What follows belongs to an exercise in optimizing a design on an open flow for small area; a production flow would make more cautious choices. RTL that was checked went through simulation tests only; none was proved equivalent to the original. Only the layout flow was run in runs 1 to 4; the RTL was not checked for function there. The clock port is modelled as an ideal driver; clocking choices that lean on that would not hold on a real chip. Power and IR drop assume default switching activity.

## flow/design.v

```verilog
module encoder16to4 (
    input  [15:0] in,
    output [3:0] out
    );
    assign out = (in[15]) ? 4'd15 :
                 (in[14]) ? 4'd14 :
                 (in[13]) ? 4'd13 :
                 (in[12]) ? 4'd12 :
                 (in[11]) ? 4'd11 :
                 (in[10]) ? 4'd10 :
                 (in[9])  ? 4'd9  :
                 (in[8])  ? 4'd8  :
                 (in[7])  ? 4'd7  :
                 (in[6])  ? 4'd6  :
                 (in[5])  ? 4'd5  :
                 (in[4])  ? 4'd4  :
                 (in[3])  ? 4'd3  :
                 (in[2])  ? 4'd2  :
                 (in[1])  ? 4'd1  : 4'd0;
endmodule
`timescale 1ns / 1ps
module inputs(
    input clk,
    input rst,
    input [15:0] sw,
    output press,
    output [3:0] key
    );
    reg [15:0] s1;
    reg [15:0] d;
    reg [2:0] v;
    reg r1;
    reg [3:0] k1, k2, k3;
    wire [15:0] rise = sw & s1 & ~d;
    wire [3:0] enc;
    encoder16to4 encoder_(
        .in (rise),
        .out (enc)
    );
    always @(posedge clk) begin
        r1 <= rst;
        if (rst || r1) begin
            d <= 16'h0000;
            v <= {v[1:0], 1'b0} & {3{~rst}};
        end
        else begin
            d <= (sw & s1) | (d & (sw | s1));
            v <= {v[1:0], |rise};
        end
        s1 <= sw;
        k1 <= enc;
        k2 <= k1;
        k3 <= k2;
    end
    assign press = v[2];
    assign key = k3;
endmodule
`timescale 1ns / 1ps
module clock(
    input clk,
    input rst,
    input reset,
    output clk_display,
    output clk_blink
    );
    reg [6:0]  cd;
    reg [15:0] cb;
    localparam [6:0]  D_PULSE = 7'b1111101,  D_MASK = 7'b1101111;
    localparam [15:0] B_PULSE = 16'b0100111010101111, B_MASK = 16'b1111111110110111;
    assign clk_display = (cd & D_MASK) == (D_PULSE & D_MASK);
    assign clk_blink   = (cb & B_MASK) == (B_PULSE & B_MASK);
    always @(posedge clk) begin
        if (rst || reset)
            cd <= 7'd0;
        else if (clk_display)
            cd <= 7'd1;
        else
            cd <= {cd[5:0], ~(cd[6] ^ cd[2])};
    end
    always @(posedge clk) begin
        if (rst || reset)
            cb <= 16'd0;
        else if (clk_blink)
            cb <= 16'd1;
        else
            cb <= {cb[14:0], ~(cb[15] ^ cb[8])};
    end
endmodule
`timescale 1ns / 1ps
module counter(
    input clk,
    input rst,
    input judged,
    input miss,
    output reg [2:0] level,
    output [2:0] level_next,
    output reg [2:0] high
    );
    wire [2:0] level_inc = {level[2] ^ (level[1] & level[0]), level[1] ^ level[0], ~level[0]};
    assign level_next = judged ? (miss ? 3'd0 : level_inc) : level;
    wire above = (level[2] & ~high[2]) |
                 (~(level[2] ^ high[2]) & ((level[1] & ~high[1]) |
                                           (~(level[1] ^ high[1]) & level[0] & ~high[0])));
    always @(posedge clk) begin
        if (rst) begin
            level <= 0;
            high <= 0;
        end
        else begin
            level <= level_next;
            if (above)
                high <= level;
        end
    end
endmodule
`timescale 1ns / 1ps
module seq_table(
    input [2:0] lvl,
    input [2:0] idx,
    output [3:0] step
    );
    assign step[0] = (~idx[0] & ~lvl[0] & ~lvl[2]) | (idx[0] & lvl[0] & ~lvl[1] & lvl[2]) | (~idx[0] & idx[1] & ~idx[2] & lvl[0] & lvl[2]) | (idx[0] & ~idx[1] & idx[2] & lvl[0]) | (~idx[0] & ~idx[1] & ~idx[2] & ~lvl[0] & ~lvl[1]) | (~idx[0] & ~idx[1] & idx[2] & ~lvl[0] & lvl[1]) | (idx[0] & ~idx[1] & ~idx[2] & ~lvl[0] & lvl[1] & lvl[2]);
    assign step[1] = (~idx[1] & lvl[0] & ~lvl[2]) | (~idx[0] & ~idx[1] & ~idx[2] & lvl[2]) | (~idx[0] & ~idx[1] & idx[2] & lvl[1]) | (idx[1] & ~idx[2] & lvl[0] & lvl[1] & lvl[2]) | (idx[0] & ~idx[1] & ~lvl[2]) | (idx[0] & idx[2] & ~lvl[0]) | (idx[1] & ~lvl[0] & ~lvl[2]) | (idx[0] & idx[1] & lvl[0] & ~lvl[1]) | (idx[0] & idx[1] & ~lvl[0] & lvl[1]) | (idx[0] & ~idx[1] & ~lvl[0] & ~lvl[1]);
    assign step[2] = (~idx[0] & lvl[0] & lvl[1]) | (~lvl[0] & lvl[1] & ~lvl[2]) | (~idx[0] & idx[2] & ~lvl[1]) | (idx[0] & idx[1] & ~lvl[0] & ~lvl[1]) | (~idx[1] & ~idx[2] & lvl[0] & lvl[1] & lvl[2]) | (~idx[0] & ~idx[1] & ~lvl[0] & ~lvl[1] & lvl[2]);
    assign step[3] = (idx[0] & idx[1]) | (~idx[0] & idx[2] & ~lvl[0]) | (idx[0] & lvl[0] & ~lvl[2]) | (~idx[1] & idx[2] & lvl[0] & lvl[1]) | (~idx[0] & ~idx[2] & lvl[0] & ~lvl[1] & lvl[2]) | (~lvl[0] & ~lvl[1] & ~lvl[2]) | (idx[1] & ~lvl[0] & ~lvl[2]) | (idx[0] & ~idx[2] & ~lvl[0] & lvl[1] & lvl[2]);
endmodule
module seq_gen(
    input clk,
    input rst,
    input clk_blink,
    input reset,
    input start_seq,
    input [2:0] level,
    output [15:0] led
    );
    reg [3:0] index;   
    reg [3:0] num;
    reg playing_seq;
    wire [3:0] step;
    wire done = index[3] |
                (index[2] & ~level[2]) |
                (~(index[2] ^ level[2]) & ((index[1] & ~level[1]) |
                                           (~(index[1] ^ level[1]) & index[0] & ~level[0])));
    wire [3:0] index_inc = {index[3] ^ (index[2] & index[1] & index[0]),
                            index[2] ^ (index[1] & index[0]),
                            index[1] ^ index[0],
                            ~index[0]};
    seq_table table_(
        .lvl (level),
        .idx (index[2:0]),
        .step (step)
    );
    always @(posedge clk) begin
        if (rst) begin
            index <= 0;
            playing_seq <= 0;
        end
        else if (reset) begin
            index <= 0;
        end
        else if (start_seq) begin
            playing_seq <= 1;
        end
        else if (clk_blink && playing_seq) begin
            if (done) begin
                playing_seq <= 0;
                index <= 0;
            end
            else begin
                num <= step;
                index <= index_inc;
            end
        end
    end
    assign led = {15'd0, |index} << num;
endmodule
module player_seq(
    input clk,
    input rst,
    input restart,
    input press,
    input [3:0] key,
    input [2:0] level,
    input [2:0] level_next,
    output reg judged,
    output reg miss
    );
    reg [2:0] index;  
    reg over;
    wire [3:0] step;
    seq_table table_(
        .lvl (level_next),
        .idx (index),
        .step (step)
    );
    wire last = (index == level_next);
    wire [2:0] index_inc = {index[2] ^ (index[1] & index[0]), index[1] ^ index[0], ~index[0]};
    always @(posedge clk) begin
        if (rst || restart) begin
            index <= 0;
            over <= 0;
            judged <= 0;
            miss <= 0;
        end
        else if (over) begin
            index <= 0;
            over <= 0;
            judged <= 1;
        end
        else begin
            judged <= 0;
            if (press) begin
                index <= index_inc;
                over <= last;
                miss <= (miss & ~judged) | (key != step);
            end
            else if (judged) begin
                miss <= 0;
            end
        end
    end
endmodule
module tone_generator(
    input clk,
    input rst,
    input correct,
    input incorrect,
    output sound
    );
    localparam [14:0] P_END = 15'b101000100100010, P_MASK = 15'b110111011111111;
    localparam [8:0]  S_HI  = 9'b001001000,        S_HI_MASK = 9'b101110111;
    localparam [8:0]  S_LO  = 9'b111110011,        S_LO_MASK = 9'b100110111;
    reg [8:0]  sound_counter;
    reg [14:0] play_counter;
    reg play_enable;
    reg sound_enable;
    reg sound_sel;   
    wire s_hi = (sound_counter & S_HI_MASK) == (S_HI & S_HI_MASK);
    wire s_lo = (sound_counter & S_LO_MASK) == (S_LO & S_LO_MASK);
    wire hit = sound_sel ? s_hi : s_lo;
    wire play_end = play_enable && ((play_counter & P_MASK) == (P_END & P_MASK));
    always @(posedge clk) begin
        if (!play_enable || hit)
            sound_counter <= 9'd0;
        else if (s_lo)
            sound_counter <= 9'h1ff;
        else
            sound_counter <= {sound_counter[7:0], ~(sound_counter[8] ^ sound_counter[3])};
        if (!play_enable)
            play_counter <= 15'd0;
        else
            play_counter <= {play_counter[13:0], ~(play_counter[14] ^ play_counter[13])};
    end
    always @(posedge clk) begin
        if (rst) begin
            play_enable <= 0;
            sound_enable <= 0;
            sound_sel <= 0;
        end
        else begin
            if (correct) begin
                play_enable <= 1;
                sound_sel <= 1;
            end
            if (incorrect) begin
                play_enable <= 1;
                sound_sel <= 0;
            end
            if (play_end) begin
                play_enable <= 0;
                sound_enable <= 0;
            end
            if (play_enable && hit)
                sound_enable <= ~sound_enable;
        end
    end
    assign sound = play_enable & sound_enable;
endmodule
`timescale 1ns / 1ps
module seg7_control(
    input clk,
    input rst,
    input clk_display,
    input reset,
    input [2:0] level,
    output [0:6] seg,        
    output [3:0] digit       
    );
    reg [1:0] digit_select;
    always @(posedge clk) begin
        if (rst || reset)
            digit_select <= 0;
        else if (clk_display)
            digit_select <= {digit_select[1] ^ digit_select[0], ~digit_select[0]};
    end
    wire ones = ~digit_select[0] & ~digit_select[1];
    assign digit[0] = ~ones;
    assign digit[1] = ~(digit_select[0] & ~digit_select[1]);
    assign digit[2] = ~(~digit_select[0] & digit_select[1]);
    assign digit[3] = ~(digit_select[0] & digit_select[1]);
    wire p0 = (~level[0] & ~level[1] & ~level[2]) | (level[0] & level[1] & ~level[2]);
    wire p1 = (~level[1] & level[2]);
    wire p2 = (level[0] & ~level[1] & ~level[2]);
    wire p3 = (~level[0] & ~level[1] & ~level[2]) | (level[0] & level[1] & ~level[2]) | (~level[0] & level[1] & level[2]);
    wire p4 = (~level[0]) | (level[1] & ~level[2]);
    wire p5 = (~level[1] & ~level[2]) | (~level[0] & level[1]);
    wire p6 = (~level[0] & ~level[1] & ~level[2]) | (~level[0] & level[1] & level[2]);
    assign seg[0] = ones ? p0 : 1'b1;
    assign seg[1] = ones ? p1 : digit_select[0];
    assign seg[2] = ones ? p2 : digit_select[0];
    assign seg[3] = ones & p3;
    assign seg[4] = ones & p4;
    assign seg[5] = ones & p5;
    assign seg[6] = ones ? p6 : 1'b1;
endmodule
`timescale 1ns / 1ps
module seg7_2_control(
    input [2:0] level,
    output [0:6] seg
    );
    assign seg[0] = (level[2]) | (~level[0] & level[1]) | (level[0] & ~level[1]);
    assign seg[1] = (~level[2]) | (level[1]);
    assign seg[2] = (level[1]) | (~level[0]) | (level[2]);
    assign seg[3] = (level[0] & level[2]) | (level[0] & ~level[1]) | (~level[1] & level[2]) | (~level[0] & level[1] & ~level[2]);
    assign seg[4] = (level[0] & ~level[1]) | (level[0] & level[2]);
    assign seg[5] = (~level[1] & level[2]) | (level[0] & level[1]);
    assign seg[6] = (level[0]) | (~level[1] & level[2]) | (level[1] & ~level[2]);
endmodule
`timescale 1ns / 1ps
module basys3(
    input clk,
    input rst,
    input [15:0] sw,
    input btn0,
    output [15:0] led,
    output [0:6] seg,
    output [3:0] digit,
    output sound,
    output [0:6] seg2,
    output seg2_sel
    );
    wire       press;
    wire [3:0] key;
    wire       w_display;
    wire       w_blink;
    wire [2:0] level;
    wire [2:0] level_next;
    wire [2:0] high;
    wire       judged;
    wire       miss;
    wire       next_level = judged & ~miss;
    wire       reset_game = judged & miss;
    reg start_seq;
    always @(posedge clk)
        start_seq <= rst | judged;
    inputs inputs_(
        .clk (clk),
        .rst (rst),
        .sw (sw),
        .press (press),
        .key (key)
    );
    clock clock_(
        .clk (clk),
        .rst (rst),
        .reset (reset_game),
        .clk_display (w_display),
        .clk_blink (w_blink)
    );
    seq_gen seq_gen_(
        .clk (clk),
        .rst (rst),
        .clk_blink (w_blink),
        .reset (reset_game),
        .start_seq (start_seq),
        .level (level),
        .led (led)
    );
    player_seq player_seq_(
        .clk (clk),
        .rst (rst),
        .restart (btn0),
        .press (press),
        .key (key),
        .level (level),
        .level_next (level_next),
        .judged (judged),
        .miss (miss)
    );
    tone_generator buzzer(
        .clk (clk),
        .rst (rst),
        .correct (next_level),
        .incorrect (reset_game),
        .sound (sound)
    );
    counter counter_(
        .clk (clk),
        .rst (rst),
        .judged (judged),
        .miss (miss),
        .level (level),
        .level_next (level_next),
        .high (high)
    );
    seg7_control seg7_(
        .clk (clk),
        .rst (rst),
        .clk_display (w_display),
        .reset (reset_game),
        .level (level),
        .seg (seg),
        .digit (digit)
    );
    seg7_2_control seg7_2(
        .level (high),
        .seg (seg2)
    );
    assign seg2_sel = 0;
endmodule
```

## flow/flow/run.sh

```bash
#!/bin/bash
# Standard layout, with port buffers of the smallest buffer and a clock tree
# of small buffers without dummy loads.
set -euo pipefail
export BUFFER_PORTS_ARGS="-buffer_cell sky130_fd_sc_hd__buf_1"
export CTS_ARGS="-sink_clustering_enable -repair_clock_nets -dont_use_dummy_load -buf_list sky130_fd_sc_hd__clkbuf_4 -sink_clustering_size 20"
bash standard.sh > standard_flow.log 2>&1
```

## flow/standard.sh

```bash
#!/bin/bash
# synth_recipe.tcl (not shown) runs the flow's synth.tcl, then flattens the netlist and writes it again
# the make line also repeats each setting of config.mk as NAME=value (left out here)
make -C /OpenROAD-flow-scripts/flow DESIGN_CONFIG=/design/flow/config.mk WORK_HOME=/design/flow/orfs CLKGATE_MAP_FILE= SYNTH_SCRIPT=/design/flow/synth_recipe.tcl "${@:-finish}"
```

## flow/config.mk

```make
export PLATFORM = sky130hd
export DESIGN_NAME = basys3
export DESIGN_NICKNAME = basys3
export VERILOG_FILES = /design/flow/design.v
export SDC_FILE = /design/flow/constraint.sdc
export NUM_CORES = 4
export LEC_CHECK = 0
export ABC_AREA = 1
export CAP_MARGIN = 20
export CORE_MARGIN = 2
export CORE_UTILIZATION = 40
export SLEW_MARGIN = 20
```

## flow/constraint.sdc

```tcl
create_clock -name core_clock -period 10.0 [get_ports {clk}]
set_input_delay 2.0000 -clock core_clock [delete_from_list [all_inputs] [get_ports {clk}]]
set_output_delay 2.0000 -clock core_clock [all_outputs]
set_load 0.01 [all_outputs]
```

==> results.txt, run 1 <==
Die width = 118.4 µm
Share of the synthesized area in the top cell type = 45.09%
Placed Area = 0.005567 mm²
Area Overhead vs Synth = 8.694%
Die Y = 118.4 µm
Hold Fails Final Rpt = 0
Latest clock arrival within the worst-skew pair = 0.50 ns
Filler cell count = 1341
Worst path cell trace = inv_1, ha_1, nand2_1, nand4_1, nor2_1, buf_1
Relative slew margins = 57.86%
Setup Total Neg Slack = 0 ns
DR pass1 iterations = 5
Worst-path maximum fanout = 11
Met3 usage = 4.633%
Worst Setup SP = seq_gen_.index[0]$_SDFFE_PP0P_
Hold Buf Count CTS = 0
Static Leakage = 2.471 nW
Die Area = 0.01403 mm²
Syn_nets = 744
Port Buffers = 53
Crit path kind = flip-flop to output pin
Sequential share of the synthesized area = 47.38%
Setup-failing EPs final = 0
GRT Total Usage = 15.78%
Initial antenna violation count = 0
CP max stage cell = dfxtp_1
Detail Route Antenna Nets = 0
Max Fclk = 243.5 MHz
Delay-heaviest family, CP = flip-flops
Yosys Warn Count = 8
DR vias = 4491
Netlist cell types = 41
GRT Max-Usage Layer = met2
CP bufs+invs = 2
Final GP Congestion = 0.8896
Max clock buf depth = 2
Drt via density = 4.845
Mapped Avg Cell Area = 7.473 µm²
Crit path largest cell delay = 0.57 ns
Number of flops mapped to enable cells by yosys = 4
Register-to-Register Path Depth = 13
Met1 usage = 19.12%
Asr flop ratio synth = 0%
Hpwl dp = 7.836 mm
Most common cell after layout, fill and taps aside = nand2_1
H-tree depth = 4
Type of the worst min-delay path = flip-flop to flip-flop
Diodes inserted = 0
Main synth FF type = dfxtp_1
Routed len/inst = 11.43 µm
PD cells = 133.7 mW/mm²
First-pass GRT wire length = 18.13 mm
Largest net degree at the start of global routing = 20
Post-CTS Resized = 0
Global route total overflow = 0
Met2 Track Usage GR = 26.05%
Final period utilization = 41.07%
Peak supply drop = 0.09803 mV
Final min period = 4.107 ns
R2r startpoint = counter_.level[0]$_SDFF_PP0_
Starting Density = 41.18%
Root Buffer Master = clkbuf_4
Vias in the first global route = 4133
Max Cap Viol = 0
WP data arrival = 2.11 ns
Post-route cell area = 0.005694 mm²
R2R Path End = player_seq_.miss$_SDFFE_PP0P_
Least-Margin Pin Slew = 0.6313 ns
Final Max Tran Viols = 0
Clock sinks = 122
Largest cells by area after synthesis = dfxtp_1 45%, nand2_1 9.2%, nor2_1 8.7%
WL final = 10.59 mm
Core footprint = 0.01272 mm²
Std-Cell Rows = 41
Gate Count Post-Synth = 701
Final nets = 800
Seq cells post-synth = 122
First-iteration detailed-routing DRC count = 171
Num CTS Buffers = 17
IO Pins = 55
Area of the mapped netlist = 0.005239 mm²
Critical Path RT = 8.00 ns
Worst clock skew = 0.03384 ns
Hold Path Sink = inputs_.k3[2]$_DFF_P_
CTS tree = done
Largest area contributor in the netlist = dfxtp_1
Fraction of layout cells with a size suffix above 1 = 3.841%
Status = complete, no violations
Worst setup SP type = flip-flop
Most frequent cells in the layout = 129 x nand2_1, 121 x nor2_1, 118 x dfxtp_1
Post-CTS setup buffer count = 0
Worst-path clk slew = 0.10 ns
DRC Markers = 0
Hold wc startpoint = inputs_.k2[2]$_DFF_P_
Hold path depth = 0
Reg2Reg Setup Slack = 7.32 ns
RSZ-0062 raised after global routing = no
Worst Setup End Kind = output pin
sequential cells by signal (all words and copies together) (netlist names), 2 cells and up:
signal / flops
seg7_.digit_select: 2
buzzer.sound_counter: 9
inputs_.s1: 16
inputs_.k3: 4
counter_.high: 3
inputs_.k1: 4
counter_.level: 3
clock_.cd: 7
clock_.cb: 16
inputs_.k2: 4
player_seq_.index: 3
inputs_.v: 3
inputs_.d: 16
buzzer.play_counter: 15
seq_gen_.num: 4
seq_gen_.index: 4
cell families after synthesis:
| kind of cell | synth area share, % |
|---|---|
| and+or+nand+nor | 25.89 |
| buffers and inverters | 9.530 |
| DFF | 47.38 |
| AOI/OAI and AO/OA | 11.39 |
| adders and majority gates | 5.732 |
| other | 0.07158 |
synthesized netlist by cell type, types with 3 or more instances:
cell type,number
dfxtp_1,118
nand2_2,3
nand3_1,29
clkbuf_1,10
nor2_1,121
o21ai_0,39
edfxtp_1,4
nand4_1,16
ha_1,24
a21oi_1,42
nor3_1,11
inv_1,108
buf_4,3
nor4_1,8
nand2_1,129
layout make-up:
| type | instances | area [µm²] | area share, % |
|---|---|---|---|
| tap | 172 | 215.2 | 3.779 |
| sequential | 122 | 2482 | 43.59 |
| multi-input combinational | 453 | 2257 | 39.64 |
| inverter | 110 | 412.9 | 7.251 |
| clock buffer | 17 | 127.6 | 2.241 |
| timing repair buffer | 53 | 198.9 | 3.494 |
worst max path at each step:
| stage | endpoint | slack (ns) | cells past startpoint |
|---|---|---|---|
| 2_1_floorplan | led[0] | 6.62 | 6 |
| 4_1_cts | led[15] | 5.85 | 6 |
| 3_5_place_dp | seq_gen_.num[2]$_DFFE_PP_ | 6.29 | 4 |
| 3_3_place_gp | seq_gen_.num[0]$_DFFE_PP_ | 6.42 | 4 |
| 6_report | led[15] | 5.89 | 6 |
| 5_1_grt | led[5] | 5.63 | 6 |
stage by stage:
| stage | cells | hold WS, ns | util (%) | worst slack [ns] | power, W |
|---|---|---|---|---|---|
| after floorplan | 701 | 0.3096 | - | 6.618 | 0.0005432 |
| after global placement | 910 | 0.3122 | 43.75 | 6.415 | 0.0005531 |
| after detailed placement | 910 | 0.3121 | 43.75 | 6.291 | 0.0005547 |
| after CTS | 927 | 0.2996 | 44.76 | 5.850 | 0.0007730 |
| after global routing | 927 | 0.3001 | 44.76 | 5.632 | 0.0008019 |
| final | 927 | 0.3008 | 44.76 | 5.893 | 0.0007612 |
routing by layer:
layer	up-vias	wire, µm
met2	123	4851
met4	0	172
li1	2340	-
met1	2014	5027
met3	14	543
met5	-	0
power breakdown:
group,switching [W],leakage (nW),internal [W]
Combinational,0.0000228,1.39,0.0000119
Clock,0.000140,0.0782,0.0000776
Sequential,0.00000586,1.00,0.000503
==> run 2, diff against run 1 <==
--- a/flow/design.v
+++ b/flow/design.v
@@ -64,25 +64,19 @@
     output clk_blink
     );
-    reg [6:0]  cd;
-    reg [15:0] cb;
-    localparam [6:0]  D_PULSE = 7'b1111101,  D_MASK = 7'b1101111;
-    localparam [15:0] B_PULSE = 16'b0100111010101111, B_MASK = 16'b1111111110110111;
+    localparam [6:0]  D_PULSE = 7'b1111101,  D_MASK = 7'b1101111,  D_INV = 7'b1010101;
+    localparam [15:0] B_PULSE = 16'b0100111010101111, B_MASK = 16'b1111111110110111,
+                      B_INV = 16'b1010101010101010;
+    reg [6:0]  cd_q;
+    reg [15:0] cb_q;
+    wire [6:0]  cd = cd_q ^ D_INV;
+    wire [15:0] cb = cb_q ^ B_INV;
     assign clk_display = (cd & D_MASK) == (D_PULSE & D_MASK);
     assign clk_blink   = (cb & B_MASK) == (B_PULSE & B_MASK);
+    wire clear = rst | reset;
+    wire [6:0]  cd_next = (clear | clk_display) ? {6'd0, ~clear} : {cd[5:0], ~(cd[6] ^ cd[2])};
+    wire [15:0] cb_next = (clear | clk_blink) ? {15'd0, ~clear} : {cb[14:0], ~(cb[15] ^ cb[8])};
     always @(posedge clk) begin
-        if (rst || reset)
-            cd <= 7'd0;
-        else if (clk_display)
-            cd <= 7'd1;
-        else
-            cd <= {cd[5:0], ~(cd[6] ^ cd[2])};
-    end
-    always @(posedge clk) begin
-        if (rst || reset)
-            cb <= 16'd0;
-        else if (clk_blink)
-            cb <= 16'd1;
-        else
-            cb <= {cb[14:0], ~(cb[15] ^ cb[8])};
+        cd_q <= cd_next ^ D_INV;
+        cb_q <= cb_next ^ B_INV;
     end
 endmodule
@@ -97,9 +91,5 @@
     output reg [2:0] high
     );
-    wire [2:0] level_inc = {level[2] ^ (level[1] & level[0]), level[1] ^ level[0], ~level[0]};
-    assign level_next = judged ? (miss ? 3'd0 : level_inc) : level;
-    wire above = (level[2] & ~high[2]) |
-                 (~(level[2] ^ high[2]) & ((level[1] & ~high[1]) |
-                                           (~(level[1] ^ high[1]) & level[0] & ~high[0])));
+    assign level_next = judged ? (miss ? 3'd0 : level + 3'd1) : level;
     always @(posedge clk) begin
         if (rst) begin
@@ -109,5 +99,5 @@
         else begin
             level <= level_next;
-            if (above)
+            if (level > high)
                 high <= level;
         end
@@ -138,12 +128,4 @@
     reg playing_seq;
     wire [3:0] step;
-    wire done = index[3] |
-                (index[2] & ~level[2]) |
-                (~(index[2] ^ level[2]) & ((index[1] & ~level[1]) |
-                                           (~(index[1] ^ level[1]) & index[0] & ~level[0])));
-    wire [3:0] index_inc = {index[3] ^ (index[2] & index[1] & index[0]),
-                            index[2] ^ (index[1] & index[0]),
-                            index[1] ^ index[0],
-                            ~index[0]};
     seq_table table_(
         .lvl (level),
@@ -163,5 +145,5 @@
         end
         else if (clk_blink && playing_seq) begin
-            if (done) begin
+            if (index > {1'b0, level}) begin
                 playing_seq <= 0;
                 index <= 0;
@@ -169,5 +151,5 @@
             else begin
                 num <= step;
-                index <= index_inc;
+                index <= index + 1;
             end
         end
@@ -186,24 +168,19 @@
     output reg miss
     );
-    reg [2:0] index;  
-    reg over;
+    reg [3:0] index;  
     wire [3:0] step;
     seq_table table_(
         .lvl (level_next),
-        .idx (index),
+        .idx (index[2:0]),
         .step (step)
     );
-    wire last = (index == level_next);
-    wire [2:0] index_inc = {index[2] ^ (index[1] & index[0]), index[1] ^ index[0], ~index[0]};
     always @(posedge clk) begin
         if (rst || restart) begin
             index <= 0;
-            over <= 0;
             judged <= 0;
             miss <= 0;
         end
-        else if (over) begin
+        else if (index > {1'b0, level}) begin
             index <= 0;
-            over <= 0;
             judged <= 1;
         end
@@ -211,6 +188,5 @@
             judged <= 0;
             if (press) begin
-                index <= index_inc;
-                over <= last;
+                index <= index + 1;
                 miss <= (miss & ~judged) | (key != step);
             end
@@ -231,6 +207,10 @@
     localparam [8:0]  S_HI  = 9'b001001000,        S_HI_MASK = 9'b101110111;
     localparam [8:0]  S_LO  = 9'b111110011,        S_LO_MASK = 9'b100110111;
-    reg [8:0]  sound_counter;
-    reg [14:0] play_counter;
+    localparam [8:0]  S_INV = 9'b101010101;
+    localparam [14:0] P_INV = 15'b101010101010101;
+    reg [8:0]  sound_q;
+    reg [14:0] play_q;
+    wire [8:0]  sound_counter = sound_q ^ S_INV;
+    wire [14:0] play_counter = play_q ^ P_INV;
     reg play_enable;
     reg sound_enable;
@@ -240,15 +220,12 @@
     wire hit = sound_sel ? s_hi : s_lo;
     wire play_end = play_enable && ((play_counter & P_MASK) == (P_END & P_MASK));
+    wire [8:0] sound_next = (!play_enable || hit) ? 9'd0 :
+                            s_lo ? 9'h1ff :
+                            {sound_counter[7:0], ~(sound_counter[8] ^ sound_counter[3])};
+    wire [14:0] play_next = !play_enable ? 15'd0 :
+                            {play_counter[13:0], ~(play_counter[14] ^ play_counter[13])};
     always @(posedge clk) begin
-        if (!play_enable || hit)
-            sound_counter <= 9'd0;
-        else if (s_lo)
-            sound_counter <= 9'h1ff;
-        else
-            sound_counter <= {sound_counter[7:0], ~(sound_counter[8] ^ sound_counter[3])};
-        if (!play_enable)
-            play_counter <= 15'd0;
-        else
-            play_counter <= {play_counter[13:0], ~(play_counter[14] ^ play_counter[13])};
+        sound_q <= sound_next ^ S_INV;
+        play_q <= play_next ^ P_INV;
     end
     always @(posedge clk) begin
@@ -287,16 +264,17 @@
     output [3:0] digit       
     );
-    reg [1:0] digit_select;
+    reg [1:0] g;
     always @(posedge clk) begin
         if (rst || reset)
-            digit_select <= 0;
+            g <= 2'b00;
         else if (clk_display)
-            digit_select <= {digit_select[1] ^ digit_select[0], ~digit_select[0]};
+            g <= {g[0], ~g[1]};
     end
-    wire ones = ~digit_select[0] & ~digit_select[1];
+    wire ones = ~g[0] & ~g[1];
+    wire v = g[0] & g[1];
     assign digit[0] = ~ones;
-    assign digit[1] = ~(digit_select[0] & ~digit_select[1]);
-    assign digit[2] = ~(~digit_select[0] & digit_select[1]);
-    assign digit[3] = ~(digit_select[0] & digit_select[1]);
+    assign digit[1] = ~(g[0] & ~g[1]);
+    assign digit[2] = ~v;
+    assign digit[3] = ~(~g[0] & g[1]);
     wire p0 = (~level[0] & ~level[1] & ~level[2]) | (level[0] & level[1] & ~level[2]);
     wire p1 = (~level[1] & level[2]);
@@ -307,6 +285,6 @@
     wire p6 = (~level[0] & ~level[1] & ~level[2]) | (~level[0] & level[1] & level[2]);
     assign seg[0] = ones ? p0 : 1'b1;
-    assign seg[1] = ones ? p1 : digit_select[0];
-    assign seg[2] = ones ? p2 : digit_select[0];
+    assign seg[1] = ones ? p1 : ~v;
+    assign seg[2] = ones ? p2 : ~v;
     assign seg[3] = ones & p3;
     assign seg[4] = ones & p4;
--- a/flow/config.mk
+++ b/flow/config.mk
@@ -6,5 +6,4 @@
 export NUM_CORES = 4
 export LEC_CHECK = 0
-export ABC_AREA = 1
 export CAP_MARGIN = 20
 export CORE_MARGIN = 2
==> results.txt, run 2 <==
DR pass1 iterations = 4 (-1)
Latest clock arrival within the worst-skew pair = 0.49 ns (about the same)
Post-layout power = 0.0007600 W (-0.16%)
Largest cells by area after synthesis = dfxtp_1 46%, ha_1 5.9%, nor2_1 5.4%
Most common cell after layout, fill and taps aside = dfxtp_1
Num CTS Buffers = 17 (unchanged)
Clk pwr share = 28.7% (about the same)
Type of the worst min-delay path = flip-flop to flip-flop
PD cells = 136.5 mW/mm² (+2.1%)
IO Pins = 55 (unchanged)
Largest area contributor in the netlist = dfxtp_1
Post-route cell area = 0.005569 mm² (-2.2%)
First-iteration detailed-routing DRC count = 251 (+47%)
Vias in the first global route = 3753 (-9.2%)
Hold Fails Final Rpt = 0 (unchanged)
Netlist cell types = 62 (+51%)
Reg power frac = 67.1% (+0.3 points)
RSZ-0062 raised after global routing = no
Setup-failing EPs final = 0 (unchanged)
Most frequent cells in the layout = 118 x dfxtp_1, 73 x nor2_1, 71 x nand2_1
Asr flop ratio synth = 0% (unchanged)
Hpwl dp = 7.086 mm (-9.6%)
DR vias = 4031 (-10%)
Setup Total Neg Slack = 0 ns (unchanged)
Std-Cell Rows = 41 (unchanged)
WL met1 = 4.563 mm (-9.2%)
Max Cap Viol = 0 (unchanged)
Status = complete, no violations
Filler cell count = 1267 (-5.5%)
Share of the synthesized area in the top cell type = 46.14% (+1.0 points)
WL final = 9.757 mm (-7.9%)
Worst-path maximum fanout = 24 (+13)
Worst-path clk slew = 0.08 ns (-0.02 ns)
Crit path kind = flip-flop to output pin
Initial antenna violation count = 1 (+1)
Final Max Tran Viols = 0 (unchanged)
Detail Route Antenna Nets = 0 (unchanged)
First-pass GRT wire length = 16.35 mm (-9.8%)
Least-Margin Pin Slew = 0.8412 ns (+0.2099 ns)
Max Fclk = 219.6 MHz (-9.8%)
Sequential share of the synthesized area = 48.48% (+1.1 points)
Starting Density = 40.74% (-0.44 points)
Worst clock skew = 0.04428 ns (+0.01045 ns)
Routed len/inst = 12.24 µm (+7.1%)
Final min period = 4.554 ns (+0.4468 ns)
Crit path largest cell delay = 0.88 ns (+0.31 ns)
Synth top cells by count = 118 x dfxtp_1, 73 x nor2_1, 71 x nand2_1
Relative slew margins = 43.85% (-14 points)
WP data arrival = 2.55 ns (+0.44 ns)
Die width = 117.1 µm (-1.1%)
Hold Buf Count CTS = 0 (unchanged)
Comb pwr share = 4.3% (-0.3 points)
Final period utilization = 45.54% (+4.5 points)
Largest net degree at the start of global routing = 25 (+25%)
GRT Total Usage = 14.98% (-0.81 points)
Die Y = 117.1 µm (-1.1%)
Clock sinks = 122 (unchanged)
Hold path depth = 0 (unchanged)
Area of the mapped netlist = 0.005120 mm² (-2.3%)
Largest registers = clock_.cb_q (16), inputs_.d (16), inputs_.s1 (16)
Placed cells = 779 (-14%)
Final nets = 669 (-16%)
Main synth FF type = dfxtp_1
Number of flops mapped to enable cells by yosys = 4 (unchanged)
Psw = 0.0001667 W (-1.5%)
Die Area = 0.01372 mm² (-2.2%)
Worst path cell trace = inv_1, ha_1, nor2b_1, or3_1, buf_1
Mapped Avg Cell Area = 8.889 µm² (+19%)
Port Buffers = 53 (unchanged)
Global route total overflow = 0 (unchanged)
Fraction of layout cells with a size suffix above 1 = 4.647% (+0.81 points)
H-tree depth = 4 (unchanged)
Worst Setup End Kind = output pin
Area Overhead vs Synth = 8.773% (about the same)
Top Layer Used = met4
DRC Markers = 0 (unchanged)
CP max stage cell = dfxtp_1
Final GP Congestion = 0.7988 (-10%)
Top-count cell post-synth = dfxtp_1
Worst setup SP type = flip-flop
Post-CTS Resized = 0 (unchanged)
Peak supply drop = 0.09644 mV (-1.6%)
Seq cells post-synth = 122 (unchanged)
CTS tree = done
Gate Count Post-Synth = 576 (-18%)
Routed wire length on met3 = 519 µm (-4.4%)
Register-to-Register Path Depth = 9 (-4)
Core footprint = 0.01257 mm² (-1.2%)
Yosys Warn Count = 8 (unchanged)
Critical Path RT = 8.00 ns (about the same)
Switching share of power = 21.93% (-0.29 points)
Max clock buf depth = 2 (unchanged)
Root Buffer Master = clkbuf_4
Syn_nets = 619 (-17%)
Placed Area = 0.005439 mm² (-2.3%)
Drt via density = 5.058 (+4.4%)
Internal Power = 0.0005933 W (+0.22%)
Static Leakage = 2.016 nW (-18%)
Met2 Wirelength = 4.515 mm (-6.9%)
Finished Layout Cells = 797 (-14%)
Post-CTS setup buffer count = 0 (unchanged)
==> run 2: cell types whose count changed after synthesis, sizes merged, moves of 11 or more <==
cell / before / now
nand2: 132 / 72
nor2: 121 / 74
nand2b: 0 / 17
nand4: 16 / 4
nor2b: 0 / 16
nand3: 31 / 7
inv: 110 / 14
nand3b: 2 / 13
==> run 2: routing by layer <==
layer | track usage [%] | vias to the layer above
met5 | 0 | -
met4 | 5.882 | 0
met3 | 5.098 | 10
met2 | 24.47 | 106
met1 | 18.27 | 1827
li1 | - | 2088
==> run 2: worst paths after layout <==
check / startpoint / end / slack (ns)
setup / recovery: counter_.level[0]$_SDFF_PP0_ / seg[0] / 5.45
hold / removal: inputs_.k1[1]$_SDFF_PP1_ / inputs_.k2[1]$_DFF_P_ / 0.33
setup reg to reg: counter_.level[0]$_SDFF_PP0_ / player_seq_.miss$_SDFFE_PP0P_ / 6.67
hold reg to reg: inputs_.k1[1]$_SDFF_PP1_ / inputs_.k2[1]$_DFF_P_ / 0.33
==> run 2: per-stage QoR <==
stage                     utilization [%]  setup WS (ns)  hold slack [ns]
after detailed placement            43.28          5.933           0.3121
final                               44.31          5.446           0.3325
after CTS                           44.29          5.398           0.3349
after global placement              43.28          5.993           0.3105
after global routing                44.31          5.211           0.3321
after floorplan                         -          6.248           0.3096
==> run 2: cell type report <==
cell class	instances	area [µm²]	area share, %
tap	172	215.2	3.864
clock buffer	17	127.6	2.292
sequential	122	2482	44.57
inverter	14	52.55	0.9436
antenna	1	2.502	0.04493
multi-input combinational	418	2490	44.71
timing repair buffer	53	198.9	3.572
==> run 2: logic make-up after synthesis <==
kind of cell	after synthesis	share of synthesized area (%)
simple gates	252	24.68
other cells	1	0.07324
xor+xnor	12	2.053
flops	122	48.49
fa+ha+maj	24	5.865
mux	7	1.417
buf+inv	36	2.883
compound gates	122	14.54
==> run 2: critical path, delay by kind of cell, from the launching register on <==
| kind | cells | cell delay [ns] |
|---|---|---|
| adder cells (fa/ha/maj) | 1 | 0.31 |
| buffers and inverters | 2 | 0.47 |
| flip-flops | 1 | 0.88 |
| AND/OR/NAND/NOR | 2 | 0.45 |
==> run 2: power groups by stage <==
| stage | combinational (W) | sequential (W) | clock [W] |
|---|---|---|---|
| finish | 0.0000323 | 0.000510 | 0.000218 |
| global route | 0.0000372 | 0.000511 | 0.000252 |
| CTS | 0.0000326 | 0.000510 | 0.000230 |
| detailed placement | 0.0000324 | 0.000521 | 0 |
| global placement | 0.0000315 | 0.000520 | 0 |
| floorplan | 0.0000240 | 0.000518 | 0 |
==> run 3, diff against run 2 <==
==> flow/flow/run.sh (replaced) <==
#!/bin/bash
# Standard layout, with port buffers of the smallest buffer and a clock tree
# of small buffers without dummy loads.
set -euo pipefail
export BUFFER_PORTS_ARGS="-buffer_cell sky130_fd_sc_hd__buf_1"
export CTS_ARGS="-sink_clustering_enable -repair_clock_nets -dont_use_dummy_load -buf_list sky130_fd_sc_hd__clkbuf_4 -root_buf sky130_fd_sc_hd__clkbuf_8 -sink_clustering_size 20"
bash standard.sh > standard_flow.log 2>&1
==> results.txt, run 3 <==
Worst Setup End Kind = output pin
Final Max Tran Viols = 0 (unchanged)
CTS tree = done
Share of the synthesized area in the top cell type = 46.14% (unchanged)
Post-CTS Resized = 0 (unchanged)
Root Buffer Master = clkbuf_8
Crit path kind = flip-flop to output pin
Die Y = 117.1 µm (unchanged)
Final period utilization = 44.71% (-0.83 points)
GRT Total Usage = 14.98% (unchanged)
Seq cells post-synth = 122 (unchanged)
Main synth FF type = dfxtp_1
CP bufs+invs = 2 (unchanged)
DR vias = 4036 (+0.12%)
Sequential share of the synthesized area = 48.48% (unchanged)
Hpwl dp = 7.086 mm (unchanged)
H-tree depth = 4 (unchanged)
Die width = 117.1 µm (unchanged)
Num CTS Buffers = 17 (unchanged)
Post-CTS setup buffer count = 0 (unchanged)
Routed len/inst = 12.27 µm (+0.19%)
First-pass GRT wire length = 16.35 mm (unchanged)
Port Buffers = 53 (unchanged)
Max Fclk = 223.6 MHz (+1.9%)
Diodes inserted = 0 (-1)
Filler cell count = 1266 (-0.079%)
Top-count cell post-synth = dfxtp_1
Final GP Congestion = 0.7988 (unchanged)
Largest cells by area after synthesis = dfxtp_1 46%, ha_1 5.9%, nor2_1 5.4%
Largest net degree at the start of global routing = 25 (unchanged)
Vias in the first global route = 3753 (unchanged)
Setup-failing EPs final = 0 (unchanged)
Setup Total Neg Slack = 0 ns (unchanged)
Worst-path clk slew = 0.08 ns (about the same)
WHS = 0.3322 ns (-0.0002520 ns)
Largest area contributor in the netlist = dfxtp_1
Clock sinks = 122 (unchanged)
Max clock buf depth = 2 (unchanged)
Crit path largest cell delay = 0.88 ns (about the same)
Syn_nets = 619 (unchanged)
Static Leakage = 2.019 nW (+0.13%)
Worst path cell trace = inv_1, ha_1, nor2b_1, or3_1, buf_1
Largest registers = clock_.cb_q (16), inputs_.d (16), inputs_.s1 (16)
DR pass1 iterations = 5 (+1)
WP data arrival = 2.47 ns (-0.08 ns)
IO Pins = 55 (unchanged)
Type of the worst min-delay path = flip-flop to flip-flop
Least-Margin Pin Slew = 0.8432 ns (+0.002038 ns)
Most frequent cells in the layout = 118 x dfxtp_1, 73 x nor2_1, 71 x nand2_1
Initial antenna violation count = 0 (-1)
Worst-path maximum fanout = 24 (unchanged)
Relative slew margins = 43.71% (-0.14 points)
Critical Path RT = 8.00 ns (about the same)
WL final = 9.763 mm (about the same)
Peak supply drop = 0.09754 mV (+1.1%)
Delay-heaviest family, CP = flip-flops
Final nets = 669 (unchanged)
Most common cell after layout, fill and taps aside = dfxtp_1
Area of the mapped netlist = 0.005120 mm² (unchanged)
DRC Markers = 0 (unchanged)
Final min period = 4.471 ns (-0.08278 ns)
Netlist cell types = 62 (unchanged)
Die Area = 0.01372 mm² (unchanged)
Mapped Avg Cell Area = 8.889 µm² (unchanged)
Area Overhead vs Synth = 8.846% (about the same)
Detail Route Antenna Nets = 0 (unchanged)
Synth top cells by count = 118 x dfxtp_1, 73 x nor2_1, 71 x nand2_1
Starting Density = 40.74% (unchanged)
Worst setup SP type = flip-flop
Asr flop ratio synth = 0% (unchanged)
Gate Count Post-Synth = 576 (unchanged)
Yosys Warn Count = 8 (unchanged)
Number of flops mapped to enable cells by yosys = 4 (unchanged)
Worst clock skew = 0.04574 ns (+0.001454 ns)
Latest clock arrival within the worst-skew pair = 0.40 ns (-0.09 ns)
PD cells = 137.4 mW/mm² (+0.70%)
Core footprint = 0.01257 mm² (unchanged)
Fraction of layout cells with a size suffix above 1 = 4.647% (unchanged)
RSZ-0062 raised after global routing = no
CP max stage cell = dfxtp_1
Status = complete, no violations
Global route total overflow = 0 (unchanged)
Std-Cell Rows = 41 (unchanged)
Hold Buf Count CTS = 0 (unchanged)
Drt via density = 5.070 (+0.25%)
First-iteration detailed-routing DRC count = 242 (-3.6%)
Max Cap Viol = 0 (unchanged)
Hold Fails Final Rpt = 0 (unchanged)
## run 3: cell counts after synthesis
No cell type changed its count.
## run 3: layer usage
metal / GRT usage [%] / vias up / share of wire (%)
li1: - / 2089 / -
met2: 24.47 / 100 / 46
met5: 0 / - / 0
met1: 18.27 / 1837 / 47
met3: 5.098 / 10 / 5.3
met4: 5.882 / 0 / 1.6
## run 3: layout make-up
| type | count | area (µm²) | share of cell area [%] |
|---|---|---|---|
| Multi-Input combinational cell | 418 | 2490 | 44.68 |
| Sequential cell | 122 | 2482 | 44.54 |
| Tap cell | 172 | 215.2 | 3.862 |
| Timing Repair Buffer | 53 | 198.9 | 3.570 |
| Clock buffer | 17 | 133.9 | 2.402 |
| Inverter | 14 | 52.55 | 0.9430 |
## run 3: through the flow
| step | std cells | util, % | setup slack (ns) | area [µm²] | total power [W] |
|---|---|---|---|---|---|
| 6_report | 796 | 44.34 | 5.529 | 5573 | 0.0007658 |
| 5_1_grt | 796 | 44.34 | 5.322 | 5573 | 0.0008064 |
| 4_1_cts | 796 | 44.34 | 5.507 | 5573 | 0.0007784 |
| 3_5_place_dp | 779 | 43.28 | 5.933 | 5439 | 0.0005534 |
| 3_3_place_gp | 779 | 43.28 | 5.993 | 5439 | 0.0005515 |
| 2_1_floorplan | 576 | - | 6.248 | 5120 | 0.0005424 |
## run 3: cells by family after synthesis
group | synth area share [%]
AND/OR/NAND/NOR | 24.68
AO/OA/AOI/OAI | 14.54
flip-flops | 48.49
buffers and inverters | 2.883
adder cells (fa/ha/maj) | 5.865
XOR/XNOR | 2.053
multiplexers | 1.417
other | 0.07324
## run 3: report_power, final
group / leakage (nW) / internal, W / switching, W / total, W
Sequential: 1.00 / 0.000503 / 0.00000704 / 0.000510
Clock: 0.0808 / 0.0000833 / 0.000140 / 0.000224
Combinational: 0.936 / 0.0000128 / 0.0000195 / 0.0000323
## run 3: path summary, 6_finish.rpt
path	startpoint	end	slack (ns)	depth (start not counted)
min reg2reg	inputs_.k1[1]$_SDFF_PP1_	inputs_.k2[1]$_DFF_P_	0.33	0
min	inputs_.k1[1]$_SDFF_PP1_	inputs_.k2[1]$_DFF_P_	0.33	0
max	counter_.level[0]$_SDFF_PP0_	seg[0]	5.53	5
max reg2reg	counter_.level[0]$_SDFF_PP0_	player_seq_.miss$_SDFFE_PP0P_	6.66	9
==> run 4, diff against run 3 <==
--- a/flow/design.v
+++ b/flow/design.v
@@ -124,7 +124,8 @@
     output [15:0] led
     );
-    reg [3:0] index;   
+    localparam [3:0] IDLE = 4'b1100;
+    reg [3:0] index;
     reg [3:0] num;
-    reg playing_seq;
+    wire playing_seq = (index != IDLE);
     wire [3:0] step;
     seq_table table_(
@@ -135,17 +136,17 @@
     always @(posedge clk) begin
         if (rst) begin
-            index <= 0;
-            playing_seq <= 0;
+            index <= IDLE;
         end
         else if (reset) begin
-            index <= 0;
+            if (playing_seq)
+                index <= 0;
         end
         else if (start_seq) begin
-            playing_seq <= 1;
+            if (!playing_seq)
+                index <= 0;
         end
         else if (clk_blink && playing_seq) begin
             if (index > {1'b0, level}) begin
-                playing_seq <= 0;
-                index <= 0;
+                index <= IDLE;
             end
             else begin
@@ -155,5 +156,5 @@
         end
     end
-    assign led = {15'd0, |index} << num;
+    assign led = (playing_seq && index != 0) ? 16'd1 << num : 16'd0;
 endmodule
 module player_seq(
==> flow/flow/run.sh (replaced) <==
#!/bin/bash
# The standard layout (standard.sh), with three changes made through the
# ORFS hooks it reads from the environment:
#  - port buffers are the smallest buffer, buf_1, instead of the one
#    buffer_ports picks by itself;
#  - the clock tree is built of clkbuf_4 without dummy loads;
#  - after clock tree synthesis, flow/post_cts.tcl upsizes the few tree
#    buffers whose flip-flops would see a slow clock edge.
# standard.sh writes each tool's log under orfs/logs; its own output goes to
# standard_flow.log.
set -euo pipefail
export BUFFER_PORTS_ARGS="-buffer_cell sky130_fd_sc_hd__buf_1"
export CTS_ARGS="-sink_clustering_enable -repair_clock_nets -dont_use_dummy_load -buf_list sky130_fd_sc_hd__clkbuf_4 -sink_clustering_size 20"
export POST_CTS_TCL="$(pwd)/flow/post_cts.tcl"
bash standard.sh > standard_flow.log 2>&1
==> flow/flow/post_cts.tcl (new file) <==
estimate_parasitics -placement
set upsized 0
foreach inst [get_cells *] {
  if {[get_property $inst ref_name] ne "sky130_fd_sc_hd__clkbuf_4"} { continue }
  set out [get_pins -of_objects $inst -filter "direction == output"]
  set net [get_nets -of_objects $out]
  set sinks [get_pins -of_objects $net -filter "direction == input"]
  # only buffers that drive flip-flops
  set ffs 0
  foreach p $sinks { if {[get_property $p name] eq "CLK"} { incr ffs } }
  if {$ffs == 0} { continue }
  set worst 0.0
  foreach p $sinks {
    foreach prop {slew_max_rise slew_max_fall} {
      set s [get_property $p $prop]
      if {[string is double -strict $s] && $s > $worst} { set worst $s }
    }
  }
  if {$worst > 0.09} {
    puts "upsizing [get_property $inst name]: [llength $sinks] sinks, slew $worst"
    replace_cell $inst [get_lib_cells sky130_fd_sc_hd__clkbuf_8]
    incr upsized
  }
}
puts "upsized $upsized clock buffers"
if {$upsized > 0} {
  detailed_placement
  estimate_parasitics -placement
}
==> results.txt, run 4 <==
RSZ-0062 raised after global routing = no
Gate Count Post-Synth = 586 (+1.7%)
Largest registers = clock_.cb_q (16), inputs_.d (16), inputs_.s1 (16)
Worst-path clk slew = 0.09 ns (about the same)
Post-place setup slack = 6.102 ns (+0.1692 ns)
Setup-failing EPs final = 0 (unchanged)
Register-to-Register Path Depth = 9 (unchanged)
Vias in the first global route = 3856 (+2.7%)
Yosys Warn Count = 8 (unchanged)
Worst path cell trace = inv_1, ha_1, nor2b_1, or3_1, buf_1
Hold Fails Final Rpt = 0 (unchanged)
Setup Total Neg Slack = 0 ns (unchanged)
Port Buffers = 53 (unchanged)
Final Max Tran Viols = 0 (unchanged)
Sequential share of the synthesized area = 47.61% (-0.88 points)
Seq cells post-synth = 121 (-0.82%)
Asr flop ratio synth = 0% (unchanged)
Largest cells by area after synthesis = dfxtp_1 45%, ha_1 5.8%, nand2_1 5.5%
DRC Markers = 0 (unchanged)
Final min period = 4.465 ns (-0.006050 ns)
WL final = 10.38 mm (+6.3%)
Post-layout util = 45.00% (+0.66 points)
Max Cap Viol = 0 (unchanged)
IO Pins = 55 (unchanged)
Filler cell count = 1258 (-0.63%)
Relative slew margins = 41.20% (-2.5 points)
Diodes inserted = 0 (unchanged)
Most common cell after layout, fill and taps aside = dfxtp_1
Final GP Congestion = 0.9164 (+15%)
PD cells = 146.2 mW/mm² (+6.4%)
Top-count cell post-synth = dfxtp_1
Initial antenna violation count = 0 (unchanged)
Placed cells = 793 (+1.8%)
CP max stage cell = dfxtp_1
Finished Layout Cells = 810 (+1.8%)
Final nets = 683 (+2.1%)
Worst Setup End Kind = output pin
DR pass1 iterations = 5 (unchanged)
Register area = 0.002462 mm² (-0.81%)
Peak supply drop = 0.1245 mV (+28%)
Worst-path maximum fanout = 19 (-21%)
Main synth FF type = dfxtp_1
Status = complete, no violations
Detail Route Antenna Nets = 0 (unchanged)
Area Overhead vs Synth = 9.797%
Worst setup SP type = flip-flop
Drt via density = 5.115 (+0.88%)
Most frequent cells in the layout = 117 x dfxtp_1, 76 x nand2_1, 72 x nor2_1
Crit path kind = flip-flop to output pin
Met1 usage = 19.76% (+1.5 points)
Starting Density = 40.99% (+0.25 points)
Latest clock arrival within the worst-skew pair = 0.53 ns (+0.13 ns)
Mapped Avg Cell Area = 8.827 µm² (-0.70%)
Fraction of layout cells with a size suffix above 1 = 4.702% (+0.055 points)
Core footprint = 0.01262 mm² (+0.41%)
Least-Margin Pin Slew = 0.8739 ns (+0.03074 ns)
Largest net degree at the start of global routing = 32 (+28%)
Met3 usage = 4.603% (-0.50 points)
Final WS setup = 5.535 ns (+0.006050 ns)
Final period utilization = 44.65% (-0.061 points)
First-iteration detailed-routing DRC count = 191 (-21%)
Die width = 117.7 µm (+0.50%)
DR vias = 4143 (+2.7%)
Hold path depth = 0 (unchanged)
Met2 Track Usage GR = 24.09% (-0.38 points)
Max Fclk = 224.0 MHz (+0.14%)
Multi-input gate area = 0.002555 mm² (+2.6%)
Number of flops mapped to enable cells by yosys = 4 (unchanged)
Syn_nets = 629 (+1.6%)
GRT Total Usage = 15.52% (+0.54 points)
Share of the synthesized area in the top cell type = 45.28% (-0.86 points)
Worst clock skew = 0.03329 ns (-0.01245 ns)
Netlist cell types = 62 (unchanged)
Routed len/inst = 12.82 µm (+4.5%)
CTS tree = done
Area of the mapped netlist = 0.005172 mm² (+1.0%)
Std-Cell Rows = 41 (unchanged)
Type of the worst min-delay path = flip-flop to flip-flop
WHS = 0.3273 ns (-0.004976 ns)
Crit path largest cell delay = 0.72 ns (-0.16 ns)
First-pass GRT wire length = 17.59 mm (+7.6%)
Global route total overflow = 0 (unchanged)
WP data arrival = 2.47 ns (about the same)
Static Leakage = 2.087 nW (+3.4%)
Die Y = 117.7 µm (+0.50%)
Critical Path RT = 8.00 ns (about the same)
Synth top cells by count = 117 x dfxtp_1, 76 x nand2_1, 72 x nor2_1
GRT Max-Usage Layer = met2
Clock sinks = 121 (-0.82%)
Largest area contributor in the netlist = dfxtp_1
Hpwl dp = 7.440 mm (+5.0%)
Die Area = 0.01386 mm² (+0.99%)
-- run 4: changes by cell type in the layout (fill, tap and decap cells not counted), sizes merged, moves of 3 or more --
cell / delta
nand3: +3
nor4b: +5
nand2: +4
a211oi: +4
xor2: +5
nand2b: -7
inv: +3
-- run 4: where the power goes --
part           switching, W  internal (W)
Sequential        0.0000114      0.000501
Clock              0.000147      0.000102
Combinational     0.0000405     0.0000277
Total              0.000199      0.000631
-- run 4: path summary, 6_finish.rpt --
path,slack [ns],startpoint,end
setup / recovery,5.53,counter_.level[1]$_SDFF_PP0_,seg[0]
hold / removal,0.33,inputs_.k2[3]$_DFF_P_,inputs_.k3[3]$_DFF_P_
setup reg to reg,6.72,counter_.level[1]$_SDFF_PP0_,player_seq_.miss$_SDFFE_PP0P_
hold reg to reg,0.33,inputs_.k2[3]$_DFF_P_,inputs_.k3[3]$_DFF_P_
-- run 4: routing by layer --
layer / share of wire [%] / up-vias / wire length, µm
met5: 0 / - / 0
met4: 2.1 / 0 / 223
met1: 47 / 1888 / 4901
li1: - / 2134 / -
met2: 45 / 105 / 4683
met3: 5.5 / 16 / 573
-- run 4: cells by family after synthesis --
| family | Yosys count | share of synthesized area, % |
|---|---|---|
| adders and majority gates | 24 | 5.806 |
| buffers and inverters | 38 | 2.999 |
| other | 1 | 0.07250 |
| AOI/OAI and AO/OA | 136 | 16.64 |
| and+or+nand+nor | 244 | 22.96 |
| DFF | 121 | 47.61 |
| muxes | 7 | 1.379 |
| xor gates and xnor gates | 15 | 2.540 |
-- run 4: critical path, delay by kind of cell (launching register included) --
family / cells / cell delay [ns]
flip-flops: 1 / 0.72
buffers and inverters: 2 / 0.46
AND/OR/NAND/NOR: 2 / 0.48
adder cells (fa/ha/maj): 1 / 0.28
-- run 4: final cells by class --
cell class,instances,share of cell area (%)
Sequential cell,121,43.36
Timing Repair Buffer,55,3.767
Tap cell,172,3.789
Multi-Input combinational cell,427,44.99
Inverter,18,1.190
Clock buffer,17,2.908
-- run 4: through the flow --
stage          power [W]  area [µm²]
2_1_floorplan  0.0005726        5172
3_3_place_gp   0.0005921        5514
3_5_place_dp   0.0005928        5514
5_1_grt        0.0008754        5679
6_report       0.0008305        5679
==> run 5, diff against run 4 <==
--- a/flow/design.v
+++ b/flow/design.v
@@ -91,5 +91,9 @@
     output reg [2:0] high
     );
-    assign level_next = judged ? (miss ? 3'd0 : level + 3'd1) : level;
+    wire [2:0] level_inc = {level[2] ^ (level[1] & level[0]), level[1] ^ level[0], ~level[0]};
+    assign level_next = judged ? (miss ? 3'd0 : level_inc) : level;
+    wire above = (level[2] & ~high[2]) |
+                 (~(level[2] ^ high[2]) & ((level[1] & ~high[1]) |
+                                           (~(level[1] ^ high[1]) & level[0] & ~high[0])));
     always @(posedge clk) begin
         if (rst) begin
@@ -99,5 +103,5 @@
         else begin
             level <= level_next;
-            if (level > high)
+            if (above)
                 high <= level;
         end
@@ -129,4 +133,12 @@
     wire playing_seq = (index != IDLE);
     wire [3:0] step;
+    wire done = index[3] |
+                (index[2] & ~level[2]) |
+                (~(index[2] ^ level[2]) & ((index[1] & ~level[1]) |
+                                           (~(index[1] ^ level[1]) & index[0] & ~level[0])));
+    wire [3:0] index_inc = {index[3] ^ (index[2] & index[1] & index[0]),
+                            index[2] ^ (index[1] & index[0]),
+                            index[1] ^ index[0],
+                            ~index[0]};
     seq_table table_(
         .lvl (level),
@@ -147,14 +159,14 @@
         end
         else if (clk_blink && playing_seq) begin
-            if (index > {1'b0, level}) begin
+            if (done) begin
                 index <= IDLE;
             end
             else begin
                 num <= step;
-                index <= index + 1;
+                index <= index_inc;
             end
         end
     end
-    assign led = (playing_seq && index != 0) ? 16'd1 << num : 16'd0;
+    assign led = {15'd0, playing_seq && index != 0} << num;
 endmodule
 module player_seq(
@@ -169,19 +181,24 @@
     output reg miss
     );
-    reg [3:0] index;  
+    reg [2:0] index;  
+    reg over;
     wire [3:0] step;
     seq_table table_(
         .lvl (level_next),
-        .idx (index[2:0]),
+        .idx (index),
         .step (step)
     );
+    wire last = (index == level_next);
+    wire [2:0] index_inc = {index[2] ^ (index[1] & index[0]), index[1] ^ index[0], ~index[0]};
     always @(posedge clk) begin
         if (rst || restart) begin
             index <= 0;
+            over <= 0;
             judged <= 0;
             miss <= 0;
         end
-        else if (index > {1'b0, level}) begin
+        else if (over) begin
             index <= 0;
+            over <= 0;
             judged <= 1;
         end
@@ -189,5 +206,6 @@
             judged <= 0;
             if (press) begin
-                index <= index + 1;
+                index <= index_inc;
+                over <= last;
                 miss <= (miss & ~judged) | (key != step);
             end
--- a/flow/config.mk
+++ b/flow/config.mk
@@ -6,4 +6,5 @@
 export NUM_CORES = 4
 export LEC_CHECK = 0
+export ABC_AREA = 1
 export CAP_MARGIN = 20
 export CORE_MARGIN = 2
==> results.txt, run 5 <==
Peak supply drop = 0.1003 mV (-19%)
Global route total overflow = 0 (unchanged)
Hold path depth = 0 (unchanged)
Max Fclk = 231.5 MHz (+3.4%)
Area Overhead vs Synth = 9.704% (about the same)
Yosys Warn Count = 8 (unchanged)
Reg2Reg Setup Slack = 7.34 ns (+0.62 ns)
Worst setup SP type = flip-flop
RSZ-0062 raised after global routing = no
Largest cells by area after synthesis = dfxtp_1 46%, nand2_1 10%, nor2_1 7.6%
DRC Markers = 0 (unchanged)
PD cells = 143.1 mW/mm² (-2.1%)
DR vias = 4295 (+3.7%)
Mapped Avg Cell Area = 7.678 µm² (-13%)
Std-Cell Rows = 41 (unchanged)
Share of the synthesized area in the top cell type = 46.22% (+0.94 points)
Post-layout util = 44.41% (-0.59 points)
Initial antenna violation count = 0 (unchanged)
Clock sinks = 121 (unchanged)
Most common cell after layout, fill and taps aside = nand2_1
Status = complete, no violations
Final period utilization = 43.20% (-1.5 points)
Setup-failing EPs final = 0 (unchanged)
Area of the mapped netlist = 0.005067 mm² (-2.0%)
R2r startpoint = counter_.level[0]$_SDFF_PP0_
Relative slew margins = 40.79% (-0.41 points)
Least-Margin Pin Slew = 0.8848 ns (+0.01090 ns)
Synth top cells by count = 137 x nand2_1, 117 x dfxtp_1, 102 x nor2_1
Die Y = 116.6 µm (-0.99%)
Largest area contributor in the netlist = dfxtp_1
IO Pins = 55 (unchanged)
Die Area = 0.01359 mm² (-2.0%)
DR pass1 iterations = 4 (-1)
Top-count cell post-synth = nand2_1
Placed cells = 871 (+9.8%)
Worst Setup SP = seq_gen_.index[0]$_SDFFE_PP0P_
Seq cells post-synth = 121 (unchanged)
Core footprint = 0.01252 mm² (-0.81%)
Vias in the first global route = 3990 (+3.5%)
Largest net degree at the start of global routing = 18 (-44%)
Final GP Congestion = 0.8590 (-6.3%)
First-pass GRT wire length = 17.13 mm (-2.6%)
Worst-path clk slew = 0.08 ns (about the same)
Main synth FF type = dfxtp_1
Number of flops mapped to enable cells by yosys = 4 (unchanged)
Sequential share of the synthesized area = 48.59% (+0.99 points)
Gate Count Post-Synth = 660 (+13%)
WP data arrival = 2.32 ns (-0.15 ns)
Latest clock arrival within the worst-skew pair = 0.50 ns (-0.03 ns)
Diodes inserted = 0 (unchanged)
Detail Route Antenna Nets = 0 (unchanged)
Routed len/inst = 11.17 µm (-13%)
Asr flop ratio synth = 0% (unchanged)
Max Cap Viol = 0 (unchanged)
Hold wc startpoint = inputs_.k2[1]$_DFF_P_
Critical Path RT = 8.00 ns (about the same)
Die width = 116.6 µm (-0.99%)
Register-to-Register Path Depth = 14 (+5)
Drt via density = 4.837 (-5.4%)
Hold Fails Final Rpt = 0 (unchanged)
Hpwl dp = 7.483 mm (+0.58%)
Most frequent cells in the layout = 137 x nand2_1, 117 x dfxtp_1, 102 x nor2_1
Final min period = 4.320 ns (-0.1454 ns)
Port Buffers = 53 (unchanged)
Final Max Tran Viols = 0 (unchanged)
Crit path kind = flip-flop to output pin
Static Leakage = 2.315 nW (+11%)
Final nets = 757 (+11%)
Worst clock skew = 0.02832 ns (-0.004960 ns)
Fraction of layout cells with a size suffix above 1 = 4.609% (-0.093 points)
Netlist cell types = 44 (-29%)
Largest registers = clock_.cb_q (16), inputs_.d (16), inputs_.s1 (16)
Type of the worst min-delay path = flip-flop to flip-flop
CTS tree = done
Worst-path maximum fanout = 13 (-6)
Starting Density = 40.48% (-0.50 points)
Syn_nets = 699 (+11%)
Setup Total Neg Slack = 0 ns (unchanged)
WL final = 9.915 mm (-4.5%)
Finished Layout Cells = 888 (+9.6%)
Worst Setup End Kind = output pin
GRT Total Usage = 15.98% (+0.47 points)
First-iteration detailed-routing DRC count = 195 (+2.1%)
[run 5: cell count changes in the layout (fill, tap and decap cells not counted), moves of 8 or more]
| cell | change |
|---|---|
| nand3b_1 | -11 |
| xor2_1 | -8 |
| nand2b_1 | -9 |
| nand3_1 | +21 |
| inv_1 | +50 |
| nor2b_1 | -17 |
| nand2_1 | +61 |
| a21oi_1 | -18 |
| nor3_1 | +15 |
| o21ai_0 | +8 |
| a21boi_0 | +15 |
| nor2_1 | +30 |
[run 5: where the power goes]
group | total (W) | switching, W | internal [W]
sequential | 0.000509 | 0.00000867 | 0.000500
combinational | 0.0000515 | 0.0000335 | 0.0000181
clock | 0.000235 | 0.000141 | 0.0000942
[run 5: kinds of logic after synthesis]
family                   Yosys count  synth area share, %
AND/OR/NAND/NOR                  322                26.72
flip-flops                       121                48.59
AO/OA/AOI/OAI                    106                12.27
buffers and inverters             88                7.062
adder cells (fa/ha/maj)           20                4.938
XOR/XNOR                           2               0.3457
other                              1              0.07400
[run 5: routing by layer]
layer | wire [µm] | share of wire [%] | up-vias | track usage, %
met5 | 0 | 0 | - | 0
met2 | 4434 | 45 | 105 | 25.97
met1 | 4760 | 48 | 1927 | 19.32
met4 | 103 | 1.0 | 0 | 6.118
li1 | - | - | 2254 | -
met3 | 616 | 6.2 | 9 | 6.020
[run 5: critical path: stages, from the launching register on]
cell,delay [ns]
dfxtp_1,0.58
inv_1,0.14
ha_1,0.26
nand3_1,0.13
nand2_1,0.11
nor2_1,0.14
nand2_1,0.12
nor3_1,0.16
buf_1,0.18
[run 5: per-stage QoR]
stage                     setup WS, ns  hold slack [ns]  instance area [µm²]  total power (W)
after floorplan                  6.382           0.3096                 5067        0.0005562
after global placement           6.303           0.3113                 5406        0.0005705
after detailed placement         6.227           0.3121                 5406        0.0005722
after global routing             5.381           0.3233                 5559        0.0008406
final                            5.680           0.3216                 5559        0.0007956
[run 5: area by class of cell]
cell class	count	area, µm²
multi-input combinational	451	2247
clock buffer	17	152.6
timing repair buffer	53	198.9
tap	172	215.2
sequential	121	2462
fill	1303	6958
inverter	74	282.8
[run 5: path summary, 6_finish.rpt]
path	endpoint
max reg2reg	player_seq_.miss$_SDFFE_PP0P_
min reg2reg	inputs_.k3[1]$_DFF_P_
min	inputs_.k3[1]$_DFF_P_
max	led[12]
==> run 6, diff against run 5 <==
--- a/flow/config.mk
+++ b/flow/config.mk
@@ -6,5 +6,4 @@
 export NUM_CORES = 4
 export LEC_CHECK = 0
-export ABC_AREA = 1
 export CAP_MARGIN = 20
 export CORE_MARGIN = 2
==> results.txt, run 6 <==
Status = complete, no violations
Detail Route Antenna Nets = 0 (unchanged)
Largest family of logic cells by synthesized area = simple AND/OR/NAND/NOR gates
Filler cell count = 1304 (+0.077%)
Fraction of layout cells with a size suffix above 1 = 5.778% (+1.2 points)
Multi-input gate area = 0.002447 mm² (+8.9%)
Most common cell after layout, fill and taps aside = dfxtp_1
Main synth FF type = dfxtp_1
Largest net degree at the start of global routing = 24 (+6)
Synth Area in Adders = 4.924% (-0.015 points)
R2R Path End = player_seq_.miss$_SDFFE_PP0P_
Clock sinks = 121 (unchanged)
Sequential share of the synthesized area = 48.45% (-0.14 points)
Worst-path maximum fanout = 18 (+5)
Area Overhead vs Synth = 9.306%
DRC Markers = 0 (unchanged)
R2r startpoint = counter_.level[0]$_SDFF_PP0_
Drt via density = 5.097 (+5.4%)
Largest area contributor in the netlist = dfxtp_1
Static Leakage = 2.027 nW (-12%)
Share of the synthesized area in the top cell type = 46.09% (-0.14 points)
Register area = 0.002462 mm² (unchanged)
Asr flop ratio synth = 0% (unchanged)
Setup Total Neg Slack = 0 ns (unchanged)
IO Pins = 55 (unchanged)
Most frequent cells in the layout = 117 x dfxtp_1, 80 x nand2_1, 72 x nor2_1
DR vias = 4057 (-5.5%)
Die width = 116.7 µm (+0.14%)
Netlist cell types = 65 (+48%)
DR pass1 iterations = 4 (unchanged)
Crit path largest cell delay = 0.78 ns (+0.20 ns)
Mux share of post-synthesis cell area = 1.206% (+1.2 points)
Critical Path RT = 8.00 ns (about the same)
Synth Area in XOR/XNOR = 2.585% (+2.2 points)
Relative slew margins = 52.59% (+12 points)
Compound-cell area share of the yosys netlist = 15.14% (+2.9 points)
Number of flops mapped to enable cells by yosys = 4 (unchanged)
Seq cells post-synth = 121 (unchanged)
Worst path cell trace = inv_1, ha_1, nor2b_1, or3_1, buf_1
Die Y = 116.7 µm (+0.14%)
Die Area = 0.01362 mm² (+0.28%)
Type of the worst min-delay path = flip-flop to flip-flop
Reg2Reg Setup Slack = 6.55 ns (-0.79 ns)
Port Buffers = 53 (unchanged)
Max Fclk = 219.6 MHz (-5.2%)
Mapped Avg Cell Area = 8.901 µm² (+16%)
RSZ-0062 raised after global routing = no
Largest cells by area after synthesis = dfxtp_1 46%, nand2_1 5.9%, nor2_1 5.3%
GRT Total Usage = 15.33% (-0.65 points)
[run 6: cell count changes after synthesis, moves of 10 or more]
cell      before  now
nand3_1       31    6
nand2b_1       0   12
a21boi_0      16    2
xnor2_1        1   11
nor2_1       102   72
o21ai_0       45   35
nand3b_1       0   12
nand2_1      137   80
nor3_1        26   10
inv_1         67   13
a21oi_1       22   47
[run 6: final cells by class]
class                      instances  share of cell area (%)
sequential                       121                   44.32
timing repair buffer              54                   3.716
inverter                          16                   1.126
antenna                            1                 0.04505
clock buffer                      17                   2.860
multi-input combinational        415                   44.05
tap                              172                   3.874
[run 6: routing by layer]
layer	global-route usage [%]	wire length (µm)
met1	18.96	4650
met2	23.66	4509
met3	5.605	512
met4	7.529	174
met5	0	0
[run 6: through the flow]
stage                     power (W)  std cells  setup slack (ns)  area, µm²
after floorplan           0.0005558        571             6.269       5082
after global placement    0.0005692        778             6.119       5394
after detailed placement  0.0005712        778             6.020       5394
after global routing      0.0008514        796             5.235       5555
final                     0.0008050        796             5.445       5555
[run 6: worst max-delay path by stage]
stage | from | end | slack, ns | cells after the start
2_1_floorplan | counter_.level[0]$_SDFF_PP0_ | seg[0] | 6.27 | 7
3_3_place_gp | counter_.level[0]$_SDFF_PP0_ | seg[0] | 6.12 | 5
3_5_place_dp | counter_.level[0]$_SDFF_PP0_ | seg[0] | 6.02 | 5
5_1_grt | counter_.level[0]$_SDFF_PP0_ | seg[0] | 5.23 | 5
6_report | counter_.level[0]$_SDFF_PP0_ | seg[0] | 5.45 | 5
[run 6: cells by family after synthesis]
family,after synthesis
mux,6
flops,121
compound gates,126
other cells,1
simple gates,247
buf+inv,35
xor+xnor,15
fa+ha+maj,20
[run 6: where the power goes]
group	switching, W	leakage, nW	internal (W)
clock network	0.000147	0.0912	0.0000980
registers	0.0000101	0.994	0.000500
logic	0.0000294	0.942	0.0000200
[run 6: worst max-delay path: cells and delay by family (launching register included)]
kind,cells,cell delay [ns]
flops,1,0.78
buf+inv,2,0.47
simple gates,2,0.46
fa+ha+maj,1,0.30

Re-timed with assumed drivers on the ports (clkbuf_16 on the clock, buf_2 on other inputs), run 6 has 5.412 ns of setup slack against 5.445 ns with ideal ports, and 5.964 ns once port delays also move by the mid clock arrival of 0.552 ns.
